This design comes from an exercise in tuning for small area and a short achievable clock period on the open sky130 flow, not from production work. The RTL was checked by simulation tests, not by an equivalence proof against the original design. Power figures rest on the tool's default switching activity, not on a simulated workload.

## P
// fp32_mul
module fp32_mul (
    input wire          clk         ,
    input wire          rst_n       ,
    input wire [31:0]   a           ,        
    input wire [31:0]   b           ,        
    input wire          in_valid    ,        
    output reg          out_valid   ,        
    output reg [31:0]   result               
);
Size: ~2700 cells after synthesis, roughly 22000 µm² of cells after synthesis.
export LEC_CHECK = 0
export ABC_AREA = 1
export CAP_MARGIN = 20
export CORE_MARGIN = 2
export CORE_UTILIZATION = 40
export GPL_TIMING_DRIVEN = 0
export SETUP_SLACK_MARGIN = 5
export SLEW_MARGIN = 20
export SYNTH_HIERARCHICAL = 1
export SYNTH_MINIMUM_KEEP_SIZE = 0
export TNS_END_PERCENT = 10
create_clock -name core_clock -period 10.0 [get_ports {clk}]
standard.sh (not shown) runs the stock make flow with config.mk's settings and CLKGATE_MAP_FILE= SYNTH_SCRIPT=/design/flow/synth_recipe.tcl, a recipe that flattens the netlist after the stock synthesis.
==> flow/flow/run.sh <==
#!/bin/bash
# The standard layout (standard.sh) with two changes: the ports are buffered
# by buf_2 cells instead of the default delay buffers, and the setup repair
# aims for a slack of 6 ns. Synthesis is unchanged.
set -euo pipefail
sed "s/SETUP_SLACK_MARGIN=[0-9.]*/SETUP_SLACK_MARGIN=6/" standard.sh > standard_margin.sh
bash standard_margin.sh BUFFER_PORTS_ARGS="-buffer_cell sky130_fd_sc_hd__buf_2" finish > flow_make.log 2>&1
The inputs of Q differ from those of P as listed below.
Settings: CORE_UTILIZATION now 35, was 40; GPL_TIMING_DRIVEN no longer set, was 0.
--- outcome ---
P → Q: cell area after layout went up 230 µm²; proportion of power drawn by the clock network went up 0.3 points.
Diff P and Q: non-clock buffer count lower in Q

* * *

Another version of the RTL of fp32_mul (not shown whole).
For scale: about 190 flip-flops, about 100 I/O pins, roughly 22000 um2 of cells after synthesis.
==> flow/config.mk <==
export PLATFORM = sky130hd
export DESIGN_NAME = fp32_mul
export DESIGN_NICKNAME = fp32_mul
export VERILOG_FILES = /design/flow/design.v
export SDC_FILE = /design/flow/constraint.sdc
export NUM_CORES = 4
export LEC_CHECK = 0
export ABC_AREA = 1
export CAP_MARGIN = 20
export CORE_MARGIN = 2
export CORE_UTILIZATION = 40
export CTS_BUF_LIST = sky130_fd_sc_hd__clkbuf_8
export SETUP_SLACK_MARGIN = 5
export SLEW_MARGIN = 20
export SYNTH_HIERARCHICAL = 1
export SYNTH_MINIMUM_KEEP_SIZE = 0
==> flow/constraint.sdc <==
create_clock -name core_clock -period 10.0 [get_ports {clk}]
set_input_delay 2.0000 -clock core_clock [delete_from_list [all_inputs] [get_ports {clk}]]
set_output_delay 2.0000 -clock core_clock [all_outputs]
set_load 0.01 [all_outputs]
Scripts as last shown in full above: flow/flow/run.sh
Rerun with:
- CTS_BUF_LIST: sky130_fd_sc_hd__clkbuf_8 -> default
- PLACE_DENSITY: default -> 0.7
Outcome: Clock skew fell by 5.1 ps. Power rises by a few percent. Maximum frequency stays flat. Via count shrinks slightly. Setup slack loses 7.6 ps. Die area is unchanged. Flip-flop and latch count is unchanged. Wire length went down by a few percent. Cell count is about the same. Synthesized area stays the same.
Rerun with:
- CORE_UTILIZATION: 40 -> 60
- PLACE_DENSITY: 0.7 -> default
Worst setup slack degrades by 29 ps.
Synthesized cell count does not change.
Count of clock-buffer cells in the layout shrinks by 1.
Fmax shrinks by 0.72%.
Non-clock buffer count grows by 31.
Rerun with:
--- a/flow/flow/run.sh
+++ b/flow/flow/run.sh
@@ -4 +4 @@
-# aims for a slack of 6 ns. Synthesis is unchanged.
+# aims for a slack of 6.5 ns. Synthesis is unchanged.
@@ -6 +6 @@
-sed "s/SETUP_SLACK_MARGIN=[0-9.]*/SETUP_SLACK_MARGIN=6/" standard.sh > standard_margin.sh
+sed "s/SETUP_SLACK_MARGIN=[0-9.]*/SETUP_SLACK_MARGIN=6.5/" standard.sh > standard_margin.sh
- CORE_UTILIZATION: 60 -> 40
- TNS_END_PERCENT: default -> 10
The changed run ran to the end with no violations.
Sequential share of layout area shrinks by 0.56 points.
Sequential cell count is unchanged.
Utilization shrinks by 22 points.
Worst setup slack gains 170 ps.
Non-clock buffer count came out higher by 12.
Sequential power stays flat.
First-iteration DRC count drops by 17%.
Die area grows by 49%.

* * *

Another version of the RTL of fp32_mul (not shown whole).
Size in the first run: about 2,800 cells after synthesis, about 100 I/O pins.
clock: 10.0 ns
lec_check: 0
abc_area: 1
cap_margin: 20
core_margin: 2
core_utilization: 60
setup_slack_margin: 5
slew_margin: 20
synth_hierarchical: 1
synth_minimum_keep_size: 0
run.sh (not shown) runs the stock make flow with config.mk's settings and CLKGATE_MAP_FILE= SYNTH_SCRIPT=/design/flow/synth_recipe.tcl, a recipe that flattens the netlist after the stock synthesis.
Stock flow here: none of the scripts above is used.
The baseline finished with timing, DRC and antenna clean.
Next try:
==> flow/flow/run.sh (new file) <==
#!/bin/bash
# The standard layout (standard.sh), with the ports buffered by buf_2 cells
# instead of the default delay buffers. Synthesis is unchanged.
set -euo pipefail
bash standard.sh BUFFER_PORTS_ARGS="-buffer_cell sky130_fd_sc_hd__buf_2" finish > flow_make.log 2>&1
==> flow/standard.sh (new file) <==
#!/bin/bash
# synth_recipe.tcl (not shown) runs the flow's synth.tcl, then flattens the netlist and writes it again
# the make line also repeats each setting of config.mk as NAME=value (left out here)
make -C /OpenROAD-flow-scripts/flow DESIGN_CONFIG=/design/flow/config.mk WORK_HOME=/design/flow/orfs CLKGATE_MAP_FILE= SYNTH_SCRIPT=/design/flow/synth_recipe.tcl "${@:-finish}"
--- a/flow/config.mk
+++ b/flow/config.mk
@@ -9,5 +9,5 @@
 export CAP_MARGIN = 20
 export CORE_MARGIN = 2
-export CORE_UTILIZATION = 60
+export CORE_UTILIZATION = 40
 export SETUP_SLACK_MARGIN = 5
 export SLEW_MARGIN = 20
removed: flow/run.sh
- final area went down by about 1.6%
- clock-buffer cell count is unchanged
- routed wire length grows by about 2%
- power increases by about 2.5%
- global-route usage goes down by 12 points
- non-clock buffer count drops by 11
- critical path depth increases by 4
Next try:
==> flow/run.sh (new file) <==
#!/bin/bash
# synth_recipe.tcl (not shown) runs the flow's synth.tcl, then flattens the netlist and writes it again
# the make line also repeats each setting of config.mk as NAME=value (left out here)
make -C /OpenROAD-flow-scripts/flow DESIGN_CONFIG=/design/flow/config.mk WORK_HOME=/design/flow/orfs CLKGATE_MAP_FILE= SYNTH_SCRIPT=/design/flow/synth_recipe.tcl finish
removed: flow/flow/run.sh
removed: flow/standard.sh
Result: The changed run ran to the end with no violations; final cell count stays flat; wire length went down slightly; worst hold slack barely changes; combinational power rises slightly; global-route usage is about the same; setup slack improves by 0.042 ns; fmax went up slightly; sequential share of layout area decreases by 0.37 points; area after synthesis is unchanged; count of clock-buffer cells in the layout drops by 1.

==> port drivers added, routing unchanged <==
The results above use ideal ports. As a check the final layouts listed here were re-extracted and re-timed, cells and wires unchanged. Step 1 sets driving cells, clkbuf_16 on the clock port and buf_2 on the other inputs (assumed; they add their load-dependent delay and slew). Step 2 moves the port delays by t, midway between the first and last clock arrival at a register: inputs arrive t later, outputs are due t later. That takes back most of the time a late clock gives input paths. a / b / c = no drivers / after step 1 / after step 2; a / b = the first two.
run	shift t [ns]	setup WS [ns]	worst setup path after step 2
P	0.558	5.949 / 5.949 / 5.534	input to register
Q	0.526	5.960 / 5.960 / 5.603	input to register
the first run of note 2	0.591	5.957 / 5.957 / 5.514	input to register
the second run of note 2	0.564	5.950 / 5.950 / 5.564	input to register
the third run of note 2	0.530	5.921 / 5.920 / 5.602	input to register
the fourth run of note 2	0.550	6.089 / 6.089 / 5.777	input to register
the first run of note 3	0.519	5.121 / 5.121 / 4.695	input to register
the second run of note 3	0.550	5.104 / 5.104 / 4.781	input to register
the third run of note 3	0.551	5.146 / 5.151 / 4.630	input to register
After both steps every run listed still meets setup and hold. The setup slack of the third run of note 3, which loses most, moves by +0.005 ns with the drivers and by -0.516 ns with both steps.
